Background: an optimization exercise with open tools, aiming at small area and a short achievable clock period. Do not read the settings as production practice. Power is estimated from default activity; no workload was simulated.

## the reference run
==> module neuron, before the edit <==
module neuron(
  input [15:0] n_in,
  input [15:0] wgh,
  input [15:0] bias,
  input clk,
  input en,
  input rst,
  input mac,
  output [15:0] n_out
);
  reg [14:0] a, b;       
  reg        ts;         
  reg [14:0] th0, th1;   
  reg        tci;        
  reg [15:0] sum;
  reg        tsum;       
  reg [14:0] nout;
  function [29:0] prefix15(input [14:0] g, input [14:0] p);
    reg [14:0] G, P, Gn, Pn;
    integer i, k;
    begin
      G = g; P = p;
      for (k = 1; k < 15; k = k * 2) begin
        Gn = G; Pn = P;
        for (i = k; i < 15; i = i + 1) begin
          Gn[i] = G[i] | (P[i] & G[i-k]);
          Pn[i] = P[i] & P[i-k];
        end
        G = Gn; P = Pn;
      end
      prefix15 = {P, G};
    end
  endfunction
  wire [14:0] ph0, ph1;
  wire        pci;
  mul15x15_cs mul (.a(a), .b(b), .hi0(ph0), .hi1(ph1), .ci(pci));
  wire [14:0] tp = th0 ^ th1;
  wire [14:0] tg = (th0 & th1) | {14'd0, tp[0] & tci};
  wire [29:0] tc = prefix15(tg, tp);
  wire [15:0] temp = {ts, tp ^ {tc[13:0], tci}};
  wire [15:0] x  = mac ? bias : temp;
  wire [14:0] sm = sum[14:0];
  wire [14:0] xm = x[14:0];
  wire [14:0] pd = sm ^ ~xm;
  wire [29:0] d  = prefix15(sm & ~xm, pd);
  wire [14:0] gd = d[14:0], ad = d[29:15];
  wire        gt = gd[14];
  wire        eq = ad[14];
  wire [14:0] dif = gt ? (pd ^ {gd[13:0] | ad[13:0], 1'b1}) : ~(pd ^ {gd[13:0], 1'b0});
  wire [14:0] pa = sm ^ xm;
  wire [29:0] s  = prefix15(sm & xm, pa);
  wire [15:0] add = {s[14], pa ^ {s[13:0], 1'b0}};
  wire        same = sum[15] == x[15];
  wire [15:0] nsum = same ? {sum[15], (tsum == sum[15]) ? add[14:0] : 15'h7f80}
                          : {gt ? sum[15] : x[15], dif};
  always @(posedge clk) begin
    if (rst) begin
      b <= 0; ts <= 0; th0 <= 0; th1 <= 0; tci <= 0; sum <= 0; tsum <= 0; nout <= 0;
    end else if (en) begin
      tsum <= sum[15] ^ x[15] ^ add[15];
      if (!eq) sum <= nsum;
      if (mac) begin
        nout <= sum[15] ? 15'd0 : sum[14:0];
      end else begin
        a <= n_in[14:0];
        b <= wgh[14:0];
        ts <= n_in[15] ^ wgh[15];
        th0 <= ph0; th1 <= ph1; tci <= pci;
      end
    end
  end
  assign n_out = {1'b0, nout};
endmodule
==> flow/config.mk <==
export PLATFORM = sky130hd
export DESIGN_NAME = design_1
export DESIGN_NICKNAME = design_1
export VERILOG_FILES = /design/flow/design.v
export SDC_FILE = /design/flow/constraint.sdc
export NUM_CORES = 4
export LEC_CHECK = 0
export CAP_MARGIN = 20
export CORE_MARGIN = 2
export CORE_UTILIZATION = 40
export PLACE_DENSITY = 0.6
export SETUP_SLACK_MARGIN = 4.5
export SLEW_MARGIN = 20
==> flow/constraint.sdc <==
create_clock -name core_clock -period 9.0 [get_ports {clk}]
set_input_delay 1.8000 -clock core_clock [delete_from_list [all_inputs] [get_ports {clk}]]
set_output_delay 1.8000 -clock core_clock [all_outputs]
set_load 0.01 [all_outputs]
standard.sh (not shown) runs the stock make flow with config.mk's settings and CLKGATE_MAP_FILE= SYNTH_SCRIPT=/design/flow/synth_recipe.tcl, a recipe that flattens the netlist after the stock synthesis.
==> flow/flow/run.sh <==
#!/bin/bash
# The standard layout, with the ports buffered by the smallest plain buffer
# (buffer_ports otherwise picks a clkdlybuf4s50_1 delay cell for every port).
set -euo pipefail
export BUFFER_PORTS_ARGS="-buffer_cell sky130_fd_sc_hd__buf_1"
bash standard.sh > standard.log 2>&1
Inputs modified between the reference run and the trial run:
-- flow/design.v --
<<< the reference run, line 103
  mul15x15_cs mul (.a(a), .b(b), .hi0(ph0), .hi1(ph1), .ci(pci));
  wire [14:0] tp = th0 ^ th1;
  wire [14:0] tg = (th0 & th1) | {14'd0, tp[0] & tci};
  wire [29:0] tc = prefix15(tg, tp);
  wire [15:0] temp = {ts, tp ^ {tc[13:0], tci}};
  wire [15:0] x  = mac ? bias : temp;
  wire [14:0] sm = sum[14:0];
>>> the trial run, line 103
  mul15x15_cs mul (.a(a), .b(b), .hi0(ph0), .hi1(ph1), .ci(pci));
  wire [14:0] tp = th0 ^ th1;
  wire [29:0] tc = prefix15(th0 & th1, tp);
  wire [13:0] tcarry = tc[13:0] | (tc[28:15] & {14{tci}});
  wire [15:0] temp = {ts, tp ^ {tcarry, tci}};
  wire [15:0] x  = mac ? bias : temp;
  wire [14:0] sm = sum[14:0];
==> comparison <==
First-pass GRT wire length (the trial run over the reference run): decrease, about 2.6%. Diff the reference run -> the trial run | upper clock frequency limit | increase of about 2.6%. Going from the reference run to the trial run, layout cell share with drive strength beyond 1 lost 1.5 points, non-clock buffer area fraction after layout closely matched the old numbers, clock network power consumption has decreased, core outline area saw a decrease. Against the reference run, total power draw in the trial run fell slightly. Critical path's slowest cell = sky130_fd_sc_hd__a311oi_4: the trial run; critical path's slowest cell = sky130_fd_sc_hd__fa_2: the reference run. Changes observed in the trial run relative to the reference run: leakage power summed over all cells lower, final area lost 1.7%.
Function was not checked in any run of this note: the RTL went through the layout flow alone.

========
== red ==
Another version of the RTL of design_1 (not shown whole).
Size: roughly 6300 cells after synthesis, roughly 510 flip-flops, about 590 I/O pins.
==> module neuron, before the edit <==
module neuron(
  input [15:0] n_in,
  input [15:0] wgh,
  input [15:0] bias,
  input clk,
  input en,
  input rst,
  input mac,
  output [15:0] n_out
);
  reg [14:0] a;          
  reg [7:0]  one, two;   
  reg [6:0]  neg;        
  reg        ts;         
  reg [7:0]  tlo;        
  reg [6:0]  th0, th1;   
  reg        tci;        
  reg [15:0] sum;
  reg        tsum;       
  reg [14:0] nout;
  function [29:0] prefix15(input [14:0] g, input [14:0] p);
    reg [14:0] G, P, Gn, Pn;
    integer i, k;
    begin
      G = g; P = p;
      for (k = 1; k < 15; k = k * 2) begin
        Gn = G; Pn = P;
        for (i = k; i < 15; i = i + 1) begin
          Gn[i] = G[i] | (P[i] & G[i-k]);
          Pn[i] = P[i] & P[i-k];
        end
        G = Gn; P = Pn;
      end
      prefix15 = {P, G};
    end
  endfunction
  wire [17:0] bb = {2'b00, wgh[14:0], 1'b0};
  reg  [7:0]  one_d, two_d;
  reg  [6:0]  neg_d;
  integer k;
  always @* begin
    for (k = 0; k < 8; k = k + 1) begin
      one_d[k] = bb[2*k+1] ^ bb[2*k];
      two_d[k] = (bb[2*k+2] & ~bb[2*k+1] & ~bb[2*k]) | (~bb[2*k+2] & bb[2*k+1] & bb[2*k]);
      if (k < 7) neg_d[k] = bb[2*k+2];
    end
  end
  wire [7:0] plo;
  wire [6:0] ph0, ph1;
  wire       pci;
  mul15x15_booth_split mul (.a(a), .one(one), .two(two), .neg(neg),
    .lo(plo), .hi0(ph0), .hi1(ph1), .ci(pci));
  wire [6:0]  thi = th0 + th1 + tci;
  wire [15:0] temp = {ts, thi, tlo};
  wire [15:0] x  = mac ? bias : temp;
  wire [14:0] sm = sum[14:0];
  wire [14:0] xm = x[14:0];
  wire [14:0] pd = sm ^ ~xm;
  wire [29:0] d  = prefix15(sm & ~xm, pd);
  wire [14:0] gd = d[14:0], ad = d[29:15];
  wire        gt = gd[14];
  wire        eq = ad[14];
  wire [14:0] dif = gt ? (pd ^ {gd[13:0] | ad[13:0], 1'b1}) : ~(pd ^ {gd[13:0], 1'b0});
  wire [14:0] pa = sm ^ xm;
  wire [29:0] s  = prefix15(sm & xm, pa);
  wire [15:0] add = {s[14], pa ^ {s[13:0], 1'b0}};
  wire        same = sum[15] == x[15];
  wire [15:0] nsum = same ? {sum[15], (tsum == sum[15]) ? add[14:0] : 15'h7f80}
                          : {gt ? sum[15] : x[15], dif};
  always @(posedge clk) begin
    if (rst) begin
      a <= 0; one <= 0; two <= 0; neg <= 0;
      ts <= 0; tlo <= 0; th0 <= 0; th1 <= 0; tci <= 0; sum <= 0; tsum <= 0; nout <= 0;
    end else if (en) begin
      tsum <= sum[15] ^ x[15] ^ add[15];
      if (!eq) sum <= nsum;
      if (mac) begin
        nout <= sum[15] ? 15'd0 : sum[14:0];
      end else begin
        a <= n_in[14:0];
        one <= one_d; two <= two_d; neg <= neg_d;
        ts <= n_in[15] ^ wgh[15];
        tlo <= plo; th0 <= ph0; th1 <= ph1; tci <= pci;
      end
    end
  end
  assign n_out = {1'b0, nout};
endmodule
==> module pooling, before the edit <==
module pooling(
  input clk,
  input [15:0] in1,
  input [15:0] in2,
  input [15:0] in3,
  input [15:0] in4,
  input en,
  output [15:0] p_out,
  output reg outen
);
  function lt16(input [15:0] a, input [15:0] b);
    reg [15:0] l, e;
    reg [15:0] ln, en;
    integer i, k;
    begin
      l = ~a & b; e = ~(a ^ b);
      for (k = 1; k < 16; k = k * 2) begin
        ln = l; en = e;
        for (i = 0; i + k < 16; i = i + 2 * k) begin
          ln[i] = l[i + k] | (e[i + k] & l[i]);
          en[i] = e[i + k] & e[i];
        end
        l = ln; e = en;
      end
      lt16 = l[0];
    end
  endfunction
  reg  [15:0] m12, m34;    
  wire        v = en && in1 != 0;
  always @(posedge clk) begin
    outen <= en;
    m12 <= v ? (lt16(in1, in2) ? in2 : in1) : 16'd0;
    m34 <= v ? (lt16(in3, in4) ? in4 : in3) : 16'd0;
  end
  assign p_out = lt16(m12, m34) ? m34 : m12;
endmodule
export LEC_CHECK = 0
export CAP_MARGIN = 20
export CORE_MARGIN = 2
export CORE_UTILIZATION = 40
export PLACE_DENSITY = 0.6
export SETUP_SLACK_MARGIN = 4.8
export SLEW_MARGIN = 20
create_clock -name core_clock -period 9.0 [get_ports {clk}]
Scripts as last shown in full above: flow/flow/run.sh
[inputs] blue vs red
--- a/flow/design.v
+++ b/flow/design.v
@@ -84,14 +84,19 @@
   reg        tci;        
   reg [15:0] sum;
   reg        tsum;       
   reg [14:0] nout;
-  function [29:0] prefix15(input [14:0] g, input [14:0] p);
-    reg [14:0] G, P, Gn, Pn;
+  function [29:0] prefix15(input [14:0] x, input [14:0] y);
+    reg [14:0] G, P, Gn, Pn, g, p;
     integer i, k;
     begin
+      g = x & y; p = x ^ y;
       G = g; P = p;
-      for (k = 1; k < 15; k = k * 2) begin
+      for (i = 1; i < 15; i = i + 1) begin
+        G[i] = g[i] | (p[i] & x[i-1] & y[i-1]);
+        P[i] = p[i] & p[i-1];
+      end
+      for (k = 2; k < 15; k = k * 2) begin
         Gn = G; Pn = P;
         for (i = k; i < 15; i = i + 1) begin
           Gn[i] = G[i] | (P[i] & G[i-k]);
           Pn[i] = P[i] & P[i-k];
@@ -122,23 +127,22 @@
   wire [15:0] x  = mac ? bias : temp;
   wire [14:0] sm = sum[14:0];
   wire [14:0] xm = x[14:0];
   wire [14:0] pd = sm ^ ~xm;
-  wire [29:0] d  = prefix15(sm & ~xm, pd);
+  wire [29:0] d  = prefix15(sm, ~xm);
   wire [14:0] gd = d[14:0], ad = d[29:15];
   wire        gt = gd[14];
   wire        eq = ad[14];
   wire [14:0] dif = gt ? (pd ^ {gd[13:0] | ad[13:0], 1'b1}) : ~(pd ^ {gd[13:0], 1'b0});
   wire [14:0] pa = sm ^ xm;
-  wire [29:0] s  = prefix15(sm & xm, pa);
+  wire [29:0] s  = prefix15(sm, xm);
   wire [15:0] add = {s[14], pa ^ {s[13:0], 1'b0}};
   wire        same = sum[15] == x[15];
   wire [15:0] nsum = same ? {sum[15], (tsum == sum[15]) ? add[14:0] : 15'h7f80}
                           : {gt ? sum[15] : x[15], dif};
   always @(posedge clk) begin
     if (rst) begin
-      a <= 0; one <= 0; two <= 0; neg <= 0;
-      ts <= 0; tlo <= 0; th0 <= 0; th1 <= 0; tci <= 0; sum <= 0; tsum <= 0; nout <= 0;
+      a <= 0; ts <= 0; tlo <= 0; th0 <= 0; th1 <= 0; tci <= 0; sum <= 0; tsum <= 0; nout <= 0;
     end else if (en) begin
       tsum <= sum[15] ^ x[15] ^ add[15];
       if (!eq) sum <= nsum;
       if (mac) begin
@@ -159,36 +163,23 @@
   input [15:0] in2,
   input [15:0] in3,
   input [15:0] in4,
   input en,
-  output [15:0] p_out,
+  output reg [15:0] p_out,
   output reg outen
 );
-  function lt16(input [15:0] a, input [15:0] b);
-    reg [15:0] l, e;
-    reg [15:0] ln, en;
-    integer i, k;
-    begin
-      l = ~a & b; e = ~(a ^ b);
-      for (k = 1; k < 16; k = k * 2) begin
-        ln = l; en = e;
-        for (i = 0; i + k < 16; i = i + 2 * k) begin
-          ln[i] = l[i + k] | (e[i + k] & l[i]);
-          en[i] = e[i + k] & e[i];
-        end
-        l = ln; e = en;
-      end
-      lt16 = l[0];
-    end
-  endfunction
-  reg  [15:0] m12, m34;    
-  wire        v = en && in1 != 0;
+  wire c12 = in1 < in2, c13 = in1 < in3, c14 = in1 < in4;
+  wire c23 = in2 < in3, c24 = in2 < in4, c34 = in3 < in4;
+  wire s1 = ~c12 & ~c13 & ~c14;
+  wire s2 =  c12 & ~c23 & ~c24;
+  wire s3 =  c13 &  c23 & ~c34;
+  wire s4 = ~(s1 | s2 | s3);
+  wire v  = en && in1 != 0;
+  wire [15:0] m = ({16{s1}} & in1) | ({16{s2}} & in2) | ({16{s3}} & in3) | ({16{s4}} & in4);
   always @(posedge clk) begin
     outen <= en;
-    m12 <= v ? (lt16(in1, in2) ? in2 : in1) : 16'd0;
-    m34 <= v ? (lt16(in3, in4) ? in4 : in3) : 16'd0;
+    p_out <= v ? m : 16'd0;
   end
-  assign p_out = lt16(m12, m34) ? m34 : m12;
 endmodule
 module mul15x15_booth_split(input [14:0] a, input [7:0] one, input [7:0] two, input [6:0] neg,
   output [7:0] lo, output [6:0] hi0, output [6:0] hi1, output ci);
   wire one0 = one[0];
blue completed every stage of the flow, and the final layout passed the timing, design-rule and antenna checks.
red has lower hold slack than blue.
Timing endpoint of the critical path = p_out_2[5]: red; timing endpoint of the critical path = neuron_0.sum[14]: blue
Cmp blue and red / number of global-route vias before repair / higher: blue
Delta (blue minus red): area taken by multi-input logic gates grew by 5.1%, summed area of non-filler cells in the final layout climbed 2.3%, setup slack of the critical path after layout now larger.
The area fraction of clock buffers and clock inverters of blue falls short of that of red by 0.80 points.
Buffer and inverter count on the worst path: blue lower than red
Going from red to blue, sequential group power went down by about 5%, fraction of the core area covered by cells at the end of the flow -0.20 points, power of the clock network -about 18%, detailed-routed wire length on met3 shows an increase of about 9%.
On synthesized-area fraction occupied by adder cells: between blue and red, it ends up higher for blue.
Function was not checked in any run of this note: the RTL went through the layout flow alone.

========
design_1 with an RTL version that a note above also has.
Size in the first run: ~52000 sq um of cells after synthesis.
==> module neuron, before the edit <==
module neuron(
  input [15:0] n_in,
  input [15:0] wgh,
  input [15:0] bias,
  input clk,
  input en,
  input rst,
  input mac,
  output [15:0] n_out
);
  reg [14:0] a;          
  reg [7:0]  one, two;   
  reg [6:0]  neg;        
  reg        ts;         
  reg [7:0]  tlo;        
  reg [6:0]  th0, th1;   
  reg        tci;        
  reg [15:0] sum;
  reg        tsum;       
  reg [14:0] nout;
  function [29:0] prefix15(input [14:0] x, input [14:0] y);
    reg [14:0] G, P, Gn, Pn, g, p;
    integer i, k;
    begin
      g = x & y; p = x ^ y;
      G = g; P = p;
      for (i = 1; i < 15; i = i + 1) begin
        G[i] = g[i] | (p[i] & x[i-1] & y[i-1]);
        P[i] = p[i] & p[i-1];
      end
      for (k = 2; k < 15; k = k * 2) begin
        Gn = G; Pn = P;
        for (i = k; i < 15; i = i + 1) begin
          Gn[i] = G[i] | (P[i] & G[i-k]);
          Pn[i] = P[i] & P[i-k];
        end
        G = Gn; P = Pn;
      end
      prefix15 = {P, G};
    end
  endfunction
  wire [17:0] bb = {2'b00, wgh[14:0], 1'b0};
  reg  [7:0]  one_d, two_d;
  reg  [6:0]  neg_d;
  integer k;
  always @* begin
    for (k = 0; k < 8; k = k + 1) begin
      one_d[k] = bb[2*k+1] ^ bb[2*k];
      two_d[k] = (bb[2*k+2] & ~bb[2*k+1] & ~bb[2*k]) | (~bb[2*k+2] & bb[2*k+1] & bb[2*k]);
      if (k < 7) neg_d[k] = bb[2*k+2];
    end
  end
  wire [7:0] plo;
  wire [6:0] ph0, ph1;
  wire       pci;
  mul15x15_booth_split mul (.a(a), .one(one), .two(two), .neg(neg),
    .lo(plo), .hi0(ph0), .hi1(ph1), .ci(pci));
  wire [6:0]  thi = th0 + th1 + tci;
  wire [15:0] temp = {ts, thi, tlo};
  wire [15:0] x  = mac ? bias : temp;
  wire [14:0] sm = sum[14:0];
  wire [14:0] xm = x[14:0];
  wire [14:0] pd = sm ^ ~xm;
  wire [29:0] d  = prefix15(sm, ~xm);
  wire [14:0] gd = d[14:0], ad = d[29:15];
  wire        gt = gd[14];
  wire        eq = ad[14];
  wire [14:0] dif = gt ? (pd ^ {gd[13:0] | ad[13:0], 1'b1}) : ~(pd ^ {gd[13:0], 1'b0});
  wire [14:0] pa = sm ^ xm;
  wire [29:0] s  = prefix15(sm, xm);
  wire [15:0] add = {s[14], pa ^ {s[13:0], 1'b0}};
  wire        same = sum[15] == x[15];
  wire [15:0] nsum = same ? {sum[15], (tsum == sum[15]) ? add[14:0] : 15'h7f80}
                          : {gt ? sum[15] : x[15], dif};
  always @(posedge clk) begin
    if (rst) begin
      a <= 0; ts <= 0; tlo <= 0; th0 <= 0; th1 <= 0; tci <= 0; sum <= 0; tsum <= 0; nout <= 0;
    end else if (en) begin
      tsum <= sum[15] ^ x[15] ^ add[15];
      if (!eq) sum <= nsum;
      if (mac) begin
        nout <= sum[15] ? 15'd0 : sum[14:0];
      end else begin
        a <= n_in[14:0];
        one <= one_d; two <= two_d; neg <= neg_d;
        ts <= n_in[15] ^ wgh[15];
        tlo <= plo; th0 <= ph0; th1 <= ph1; tci <= pci;
      end
    end
  end
  assign n_out = {1'b0, nout};
endmodule
==> module pooling, before the edit <==
module pooling(
  input clk,
  input [15:0] in1,
  input [15:0] in2,
  input [15:0] in3,
  input [15:0] in4,
  input en,
  output reg [15:0] p_out,
  output reg outen
);
  wire c12 = in1 < in2, c13 = in1 < in3, c14 = in1 < in4;
  wire c23 = in2 < in3, c24 = in2 < in4, c34 = in3 < in4;
  wire s1 = ~c12 & ~c13 & ~c14;
  wire s2 =  c12 & ~c23 & ~c24;
  wire s3 =  c13 &  c23 & ~c34;
  wire s4 = ~(s1 | s2 | s3);
  wire v  = en && in1 != 0;
  wire [15:0] m = ({16{s1}} & in1) | ({16{s2}} & in2) | ({16{s3}} & in3) | ({16{s4}} & in4);
  always @(posedge clk) begin
    outen <= en;
    p_out <= v ? m : 16'd0;
  end
endmodule
clock: 9.0 ns
lec_check: 0
cap_margin: 20
core_margin: 2
core_utilization: 40
place_density: 0.6
setup_slack_margin: 4.5
slew_margin: 20
Scripts as last shown in full above: flow/flow/run.sh
Change:
--- a/flow/design.v
+++ b/flow/design.v
@@ -85,17 +85,12 @@
   reg [15:0] sum;
   reg        tsum;       
   reg [14:0] nout;
-  function [29:0] prefix15(input [14:0] x, input [14:0] y);
-    reg [14:0] G, P, Gn, Pn, g, p;
+  function [29:0] prefix15(input [14:0] g, input [14:0] p);
+    reg [14:0] G, P, Gn, Pn;
     integer i, k;
     begin
-      g = x & y; p = x ^ y;
       G = g; P = p;
-      for (i = 1; i < 15; i = i + 1) begin
-        G[i] = g[i] | (p[i] & x[i-1] & y[i-1]);
-        P[i] = p[i] & p[i-1];
-      end
-      for (k = 2; k < 15; k = k * 2) begin
+      for (k = 1; k < 15; k = k * 2) begin
         Gn = G; Pn = P;
         for (i = k; i < 15; i = i + 1) begin
           Gn[i] = G[i] | (P[i] & G[i-k]);
@@ -128,20 +123,21 @@
   wire [14:0] sm = sum[14:0];
   wire [14:0] xm = x[14:0];
   wire [14:0] pd = sm ^ ~xm;
-  wire [29:0] d  = prefix15(sm, ~xm);
+  wire [29:0] d  = prefix15(sm & ~xm, pd);
   wire [14:0] gd = d[14:0], ad = d[29:15];
   wire        gt = gd[14];
   wire        eq = ad[14];
   wire [14:0] dif = gt ? (pd ^ {gd[13:0] | ad[13:0], 1'b1}) : ~(pd ^ {gd[13:0], 1'b0});
   wire [14:0] pa = sm ^ xm;
-  wire [29:0] s  = prefix15(sm, xm);
+  wire [29:0] s  = prefix15(sm & xm, pa);
   wire [15:0] add = {s[14], pa ^ {s[13:0], 1'b0}};
   wire        same = sum[15] == x[15];
   wire [15:0] nsum = same ? {sum[15], (tsum == sum[15]) ? add[14:0] : 15'h7f80}
                           : {gt ? sum[15] : x[15], dif};
   always @(posedge clk) begin
     if (rst) begin
-      a <= 0; ts <= 0; tlo <= 0; th0 <= 0; th1 <= 0; tci <= 0; sum <= 0; tsum <= 0; nout <= 0;
+      a <= 0; one <= 0; two <= 0; neg <= 0;
+      ts <= 0; tlo <= 0; th0 <= 0; th1 <= 0; tci <= 0; sum <= 0; tsum <= 0; nout <= 0;
     end else if (en) begin
       tsum <= sum[15] ^ x[15] ^ add[15];
       if (!eq) sum <= nsum;
@@ -164,21 +160,34 @@
   input [15:0] in3,
   input [15:0] in4,
   input en,
-  output reg [15:0] p_out,
+  output [15:0] p_out,
   output reg outen
 );
-  wire c12 = in1 < in2, c13 = in1 < in3, c14 = in1 < in4;
-  wire c23 = in2 < in3, c24 = in2 < in4, c34 = in3 < in4;
-  wire s1 = ~c12 & ~c13 & ~c14;
-  wire s2 =  c12 & ~c23 & ~c24;
-  wire s3 =  c13 &  c23 & ~c34;
-  wire s4 = ~(s1 | s2 | s3);
-  wire v  = en && in1 != 0;
-  wire [15:0] m = ({16{s1}} & in1) | ({16{s2}} & in2) | ({16{s3}} & in3) | ({16{s4}} & in4);
+  function lt16(input [15:0] a, input [15:0] b);
+    reg [15:0] l, e;
+    reg [15:0] ln, en;
+    integer i, k;
+    begin
+      l = ~a & b; e = ~(a ^ b);
+      for (k = 1; k < 16; k = k * 2) begin
+        ln = l; en = e;
+        for (i = 0; i + k < 16; i = i + 2 * k) begin
+          ln[i] = l[i + k] | (e[i + k] & l[i]);
+          en[i] = e[i + k] & e[i];
+        end
+        l = ln; e = en;
+      end
+      lt16 = l[0];
+    end
+  endfunction
+  reg  [15:0] m12, m34;    
+  wire        v = en && in1 != 0;
   always @(posedge clk) begin
     outen <= en;
-    p_out <= v ? m : 16'd0;
+    m12 <= v ? (lt16(in1, in2) ? in2 : in1) : 16'd0;
+    m34 <= v ? (lt16(in3, in4) ? in4 : in3) : 16'd0;
   end
+  assign p_out = lt16(m12, m34) ? m34 : m12;
 endmodule
 module mul15x15_booth_split(input [14:0] a, input [7:0] one, input [7:0] two, input [6:0] neg,
   output [7:0] lo, output [6:0] hi0, output [6:0] hi1, output ci);
- cell count came out lower by 2.3%
- clock skew hardly moves
- sequential cell count came out higher by 64
- design area came out lower by about 3%
- setup slack is worse by 210 ps
- power came out lower by 14%
- routed wire length came out lower by about 2.8%
Function was not checked in any run of this note: the RTL went through the layout flow alone.

separate check: timing with driven ports:
In the flow no input, the clock included, has a driving cell. The finished layouts below were timed again as built, in two steps.
Step 1 assumes that a clkbuf_16 drives the clock port and a buf_2 every other input.
Step 2 moves the port delays by t, midway between the first and last clock arrival at a register: inputs arrive t later, outputs are due t later. That takes back most of the time a late clock gives input paths.
a / b / c = ideal ports / drivers / drivers and shift; a / b = the first two.
run	shift t [ns]	slack for setup (ns)	hold WS [ns]	worst setup path after step 2	clock arrival spread, ns
the reference run	0.760	4.258 / 4.258 / 3.646	0.458 / 0.458 / 0.458	input to register	0.039 / 0.039
the trial run	0.749	4.378 / 4.378 / 3.681	0.456 / 0.456 / 0.456	input to register	0.036 / 0.036
red	0.736	4.321 / 4.247 / 3.751	0.452 / 0.452 / 0.452	input to register	0.049 / 0.049
blue	0.752	4.723 / 4.400 / 3.648	0.457 / 0.457 / 0.457	input to register	0.028 / 0.027
the first run of note 3	0.760	4.528 / 4.478 / 3.718	0.448 / 0.448 / 0.448	input to register	0.031 / 0.030
the second run of note 3	0.730	4.319 / 4.240 / 3.797	0.453 / 0.453 / 0.453	input to register	0.036 / 0.036
After both steps setup and hold are still met in every run listed. The setup slack of blue, which loses most, moves by -0.323 ns with the drivers and by -1.075 ns with both steps.
